Background: an optimization exercise with open tools, aiming at small area, a short achievable clock period and few clock cycles. Do not read the settings as production practice.
Only simulation tests tie the RTL to the original design; equivalence was not proved.
No activity file was given, so power comes from the tool's default toggle rates.

## build 62
==> flow/design.v (excerpt) <==
module LASER (
input CLK,
input RST,
input [3:0] X,
input [3:0] Y,
output reg [3:0] C1X,
output reg [3:0] C1Y,
output reg [3:0] C2X,
output reg [3:0] C2Y,
output reg DONE
);
Settings: LEC_CHECK=0, ABC_AREA=1, CAP_MARGIN=20, CORE_MARGIN=2, CORE_UTILIZATION=40, SLEW_MARGIN=20; clock period 13.0 ns.
standard.sh (not shown) runs the stock make flow with config.mk's settings and CLKGATE_MAP_FILE= SYNTH_SCRIPT=/design/flow/synth_recipe.tcl, a recipe that flattens the netlist after the stock synthesis.
==> flow/flow/run.sh <==
#!/bin/bash
# The standard layout (the standard.sh), except that
#  * synthesis swaps in cell netlists for the per-point blocks and the
#    adders (swap.tcl), and
#  * ORFS's timing repair (after floorplan, CTS and global routing) works
#    towards a setup slack of MARGIN ns at the design's clock period,
#    instead of only to a slack of 0, so that it sizes up the cells of the
#    longest paths.
set -euo pipefail
MARGIN=8.9
here=$(cd "$(dirname "$0")" && pwd)
work=$(dirname "$here")
cd "$work"
sed "s#^make -C #make SYNTH_CANONICALIZE_TCL=$here/swap.tcl SETUP_SLACK_MARGIN=$MARGIN MATCH_CELL_FOOTPRINT=0 -C #" standard.sh > swapped_standard.sh
grep -q "SYNTH_CANONICALIZE_TCL=" swapped_standard.sh
bash swapped_standard.sh > make.log 2>&1
Other scripts of this flow, unchanged in this note and not shown: flow/flow/gates.v, flow/flow/swap.tcl
Build 62 did not stop at any stage, and its layout met the timing, DRC and antenna checks.
Testbench counts of build 62, summed over its fixed seeds: cycles 11,210.
Relative to build 62, the following input files were edited for build 15:
==> flow/flow/run.sh <==
#!/bin/bash
# The standard layout (the standard.sh), except that synthesis swaps in
# cell netlists for the per-point blocks and the adders (swap.tcl).
set -euo pipefail
here=$(cd "$(dirname "$0")" && pwd)
work=$(dirname "$here")
cd "$work"
sed "s#^make -C #make SYNTH_CANONICALIZE_TCL=$here/swap.tcl -C #" standard.sh > swapped_standard.sh
grep -q "SYNTH_CANONICALIZE_TCL=" swapped_standard.sh
bash swapped_standard.sh > make.log 2>&1
## What came out
Build 62 -> build 15: number of global-route vias before repair flat
Build 62 → build 15: number of multi-input logic gates closely matched the old numbers, first-pass iteration count of the detailed router went down 1.
The maximum frequency of build 15 falls short of that of build 62 by 28 MHz.
Build 15 reports a higher share of the clock period used by the worst path than build 62 does.
Compared with build 62, build 15 shows design area lower by about 0.8%.
[compare] base=build 62 new=build 15: growth of design area from synthesis to finish down 0.87 points, depth of the most critical reg-to-reg path up 24.

* * *

Setup of run G:
Another version of the RTL of LASER (not shown whole).
For scale: roughly 48000 um^2 of cells after synthesis.
## LASER
module LASER (
input CLK,
input RST,
input [3:0] X,
input [3:0] Y,
output reg [3:0] C1X,
output reg [3:0] C1Y,
output reg [3:0] C2X,
output reg [3:0] C2Y,
output reg DONE
);
export LEC_CHECK = 0
export ABC_AREA = 1
export CAP_MARGIN = 20
export CORE_MARGIN = 2
export CORE_UTILIZATION = 40
export CTS_CLUSTER_DIAMETER = 100
export CTS_CLUSTER_SIZE = 22
export SLEW_MARGIN = 20
create_clock -name core_clock -period 13.0 [get_ports {CLK}]
==> flow/flow/run.sh <==
#!/bin/bash
# The standard layout (the standard.sh), except that
#  * synthesis swaps in cell netlists for the per-point blocks and the
#    adders (swap.tcl), and
#  * ORFS's timing repair (after floorplan, CTS and global routing) works
#    towards a setup slack of MARGIN ns at the design's clock period,
#    instead of only to a slack of 0, so that it sizes up the cells of the
#    longest paths.
set -euo pipefail
MARGIN=9.2
here=$(cd "$(dirname "$0")" && pwd)
work=$(dirname "$here")
cd "$work"
sed "s#^make -C #make SYNTH_CANONICALIZE_TCL=$here/swap.tcl SETUP_SLACK_MARGIN=$MARGIN MATCH_CELL_FOOTPRINT=0 -C #" standard.sh > swapped_standard.sh
grep -q "SYNTH_CANONICALIZE_TCL=" swapped_standard.sh
bash swapped_standard.sh > make.log 2>&1
Other scripts of this flow, unchanged in this note and not shown: flow/flow/gates.v, flow/flow/swap.tcl
Run G went all the way through the flow, and no timing, DRC or antenna check failed.
Testbench counts of run G, summed over its fixed seeds: cycles 11,144.
[inputs] run C vs run G
- ABC_AREA changed from 1 to 0
==> notes.md <==
- Against run G, run C reports a static power due to leakage that is lower.
- [compare] base=run G new=run C: via count went up 0.62%; wire length went up 690 um.
- Between run G and run C, the ratio of final minimum period to clock period is higher for run C.
- sky130_fd_sc_hd__a2111oi_4 as the cell with the largest stage delay on the worst path was reported by run C, and sky130_fd_sc_hd__fa_1 by run G.
- The higher post-route minimum period of run G and run C is in run C.

* * *

== quartz ==
LASER, a different RTL version from the one above (not shown whole).
Size in the first run: about 27 I/O pins, ~0.050 sq mm of cells after synthesis.
Settings: LEC_CHECK=0, ABC_AREA=1, CAP_MARGIN=20, CORE_MARGIN=2, CORE_UTILIZATION=40, SLEW_MARGIN=20; clock period 13.0 ns.
run.sh (not shown) runs the stock make flow with config.mk's settings and CLKGATE_MAP_FILE= SYNTH_SCRIPT=/design/flow/synth_recipe.tcl, a recipe that flattens the netlist after the stock synthesis.
Stock flow here: none of the scripts above is used.
The final layout from quartz, which completed every stage, passed the timing, DRC and antenna checks at the end of the flow.
Testbench counts of quartz, summed over its fixed seeds: cycles 10,951.
The following lists how harbor was set up differently from quartz:
Settings: removing ABC_AREA (formerly 1).
==> comparison <==
Summary: with quartz as the reference, placed cell count in harbor moved up slightly.
Fmax went down by a few percent going from quartz to harbor.
Compared harbor vs quartz, and complex-gate fraction of the synthesized area is up in harbor.
quartz vs harbor, worst setup path startpoint: RX[36]$_DFF_P_ vs CL[16]$_DFF_P_
[harbor vs quartz] final critical delay including setup and external delays: higher in harbor
Final core utilization, quartz and harbor: higher on quartz
On harbor: critical path depth is 1 lower than what quartz gave.
Initial antenna violation count | harbor above quartz
Going from quartz to harbor, placed cell area grows by 8.7%.
NOTE row count quartz->harbor increased by a few percent

* * *

LASER, a different RTL version from the one above (not shown whole).
Size: ~27 I/O pins.
Settings: LEC_CHECK=0, ABC_AREA=1, CAP_MARGIN=20, CORE_MARGIN=2, CORE_UTILIZATION=40, SLEW_MARGIN=20; clock period 13.0 ns.
standard.sh (not shown) runs the stock make flow with config.mk's settings and CLKGATE_MAP_FILE= SYNTH_SCRIPT=/design/flow/synth_recipe.tcl, a recipe that flattens the netlist after the stock synthesis.
==> flow/flow/run.sh <==
#!/bin/bash
# The standard layout (the standard.sh), except that
#  * synthesis swaps in cell netlists for the per-point blocks and the
#    adders (swap.tcl), and
#  * ORFS's timing repair (after floorplan, CTS and global routing) works
#    towards a setup slack of MARGIN ns at the design's clock period,
#    instead of only to a slack of 0, so that it sizes up the cells of the
#    longest paths.
set -euo pipefail
MARGIN=9.5
here=$(cd "$(dirname "$0")" && pwd)
work=$(dirname "$here")
cd "$work"
sed "s#^make -C #make SYNTH_CANONICALIZE_TCL=$here/swap.tcl SETUP_SLACK_MARGIN=$MARGIN MATCH_CELL_FOOTPRINT=0 -C #" standard.sh > swapped_standard.sh
grep -q "SYNTH_CANONICALIZE_TCL=" swapped_standard.sh
bash swapped_standard.sh > make.log 2>&1
Other scripts of this flow, unchanged in this note and not shown: flow/flow/gates.v, flow/flow/swap.tcl
The baseline produced a clean layout.
Testbench counts at the start, summed over its fixed seeds: cycles 11,144.
==> next run, changes <==
--- a/flow/flow/run.sh
+++ b/flow/flow/run.sh
@@ -8,5 +8,5 @@
 #    longest paths.
 set -euo pipefail
-MARGIN=9.5
+MARGIN=9.2
 here=$(cd "$(dirname "$0")" && pwd)
 work=$(dirname "$here")
=> Power goes down by about 2.7%; clock power goes down by about 6%; synthesized area stays the same; wire length goes down by 4.1%; worst setup slack gets better by 37 ps; flip-flop and latch count is unchanged; final area goes down by about 10%; fmax goes up by 0.96%; global-route usage goes down by 0.65 points; hold slack gets better by 13 ps; core utilization goes down by 5.1 points.

* * *

build 58:
RTL: one of the versions met above, not the one the previous note started from.
For scale: about 48000 um^2 of cells after synthesis.
// LASER
module LASER (
input CLK,
input RST,
input [3:0] X,
input [3:0] Y,
output reg [3:0] C1X,
output reg [3:0] C1Y,
output reg [3:0] C2X,
output reg [3:0] C2Y,
output reg DONE
);
==> flow/config.mk <==
export PLATFORM = sky130hd
export DESIGN_NAME = LASER
export DESIGN_NICKNAME = LASER
export VERILOG_FILES = /design/flow/design.v
export SDC_FILE = /design/flow/constraint.sdc
export NUM_CORES = 4
export LEC_CHECK = 0
export ABC_AREA = 1
export CAP_MARGIN = 20
export CORE_MARGIN = 2
export CORE_UTILIZATION = 60
export CTS_CLUSTER_DIAMETER = 100
export CTS_CLUSTER_SIZE = 22
export SLEW_MARGIN = 20
==> flow/constraint.sdc <==
create_clock -name core_clock -period 13.0 [get_ports {CLK}]
set_input_delay 2.6000 -clock core_clock [delete_from_list [all_inputs] [get_ports {CLK}]]
set_output_delay 2.6000 -clock core_clock [all_outputs]
set_load 0.01 [all_outputs]
==> flow/flow/run.sh <==
#!/bin/bash
# The standard layout (the standard.sh), except that
#  * synthesis swaps in cell netlists for the per-point blocks and the
#    adders (swap.tcl), and
#  * ORFS's timing repair (after floorplan, CTS and global routing) works
#    towards a setup slack of MARGIN ns at the design's clock period,
#    instead of only to a slack of 0, so that it sizes up the cells of the
#    longest paths.
set -euo pipefail
MARGIN=9.2
here=$(cd "$(dirname "$0")" && pwd)
work=$(dirname "$here")
cd "$work"
sed "s#^make -C #make SYNTH_CANONICALIZE_TCL=$here/swap.tcl SETUP_SLACK_MARGIN=$MARGIN MATCH_CELL_FOOTPRINT=0 -C #" standard.sh > swapped_standard.sh
grep -q "SYNTH_CANONICALIZE_TCL=" swapped_standard.sh
bash swapped_standard.sh > make.log 2>&1
Other scripts of this flow, unchanged in this note and not shown: flow/flow/gates.v, flow/flow/swap.tcl
Testbench counts of build 58, summed over its fixed seeds: cycles 11,144.
Setup changes, build 58 to build 65
- CORE_UTILIZATION: 60 -> 40
--- a/flow/flow/run.sh
+++ b/flow/flow/run.sh
@@ -10 +10 @@
-MARGIN=9.2
+MARGIN=9.35
[summary]
- For multi-input combinational cell count, build 65 and build 58 come out practically identical.
- When the final numbers for build 65 and build 58 were put side by side, the area growth from synthesis to layout turned out to be greater in build 65.
- Cell count: build 65 and build 58 compared, lower one is build 58
- On fraction of area in registers, the higher figure sits with build 58, not build 65.
- Multi-input combinational area share | build 65 below build 58
- Cmp build 65 and build 58 / number of signal-net buffers in the layout / higher: build 65
- Compared with build 58, in build 65 setup slack has increased; part of the total power dissipated in the clock network went up by 1.0 points; final design area excluding fillers increased by about 3% relative to the old numbers; clock insertion delay at the later pin of the skew report now larger.
What build 33 does differently from build 65 at the input level:
- clearing CTS_CLUSTER_DIAMETER, which used to be 100
- clearing CTS_CLUSTER_SIZE, which used to be 22
--- a/flow/flow/run.sh
+++ b/flow/flow/run.sh
@@ -10 +10 @@
-MARGIN=9.35
+MARGIN=9.2
[summary]
- Between build 65 and build 33, the combinational group share of total power figures differ only marginally.
- In the reports for build 33 and build 65, the larger multi-input logic portion of the cell area belongs to build 65.
- Comparing build 33 and build 65, the higher highest clock rate is on build 65.
- The post-synthesis to final-layout area growth was comparable across build 33 and build 65.
- Run comparison: build 33 start point of the critical path CL[30]$_DFF_P_; build 65 start point of the critical path C2Y[3]$_DFFE_PP_
- Setup slack of the critical path after layout: build 33 worse than build 65
- Build 33 -> build 65: standard cell area after detailed placement flat
- Against build 65, total power in build 33 came out worse.
### build 33 -> build 1
- an added CTS_CLUSTER_DIAMETER of 100
- an added CTS_CLUSTER_SIZE of 26
- a change of CORE_UTILIZATION from 40 to 55
--- a/flow/flow/run.sh
+++ b/flow/flow/run.sh
@@ -10 +10 @@
-MARGIN=9.2
+MARGIN=9.25
Results
- Build 1 completed; timing, DRC and antenna clean
- Wire length on met3: build 33 and build 1 compared, lower one is build 33
- Build 1 has buffer count from post-CTS setup fixing above what build 33 had.
- Build 1: final clock period utilization by the worst path 0.27 points below build 33
- Going from build 33 to build 1, data arrival time at the worst-slack endpoint shrinks by 0.12 ns.
- [compare] base=build 33 new=build 1: met3 usage in global routing now larger, final clock skew now larger.
- Looking only at maximum frequency, and setting everything else aside, the lower value of build 33 and build 1 goes to build 33.

## afterwards: timing with drivers on the ports
The results above use ideal ports. As a check the final layouts listed here were re-extracted and re-timed, cells and wires unchanged. Step 1 sets driving cells, clkbuf_16 on the clock port and buf_2 on the other inputs (assumed; they add their load-dependent delay and slew). Step 2, shift: input delay + t, output delay - t, t = (earliest + latest rising clock arrival at the registers) / 2. This alone moves slack from input paths to output paths. Three values: no drivers, after step 1, after step 2; two values: the first two.
run | shift t [ns] | setup slack, ns | worst register clock-pin slew, ns
build 62 | 0.746 | 9.012 / 9.012 / 8.634 | 0.07 / 0.07
build 15 | 0.747 | 8.503 / 8.503 / 8.503 | 0.07 / 0.07
run G | 0.736 | 9.115 / 9.100 / 8.662 | 0.10 / 0.10
run C | 0.744 | 8.344 / 8.344 / 8.344 | 0.10 / 0.10
quartz | 0.738 | 7.050 / 7.050 / 7.050 | 0.07 / 0.07
harbor | 0.774 | 6.706 / 6.706 / 6.706 | 0.06 / 0.06
the first run of note 4 | 0.775 | 9.137 / 9.062 / 8.839 | 0.07 / 0.07
the second run of note 4 | 0.747 | 9.173 / 9.095 / 8.604 | 0.07 / 0.07
build 58 | 0.685 | 9.154 / 9.147 / 8.758 | 0.10 / 0.10
build 65 | 0.719 | 9.194 / 9.117 / 8.808 | 0.10 / 0.10
build 33 | 0.750 | 9.161 / 9.092 / 8.657 | 0.07 / 0.07
build 1 | 0.693 | 9.196 / 9.135 / 8.730 | 0.11 / 0.11
After both steps every run listed still meets setup and hold. For the second run of note 4, which loses most, drivers alone change the setup slack by -0.078 ns; drivers and shift together by -0.569 ns.
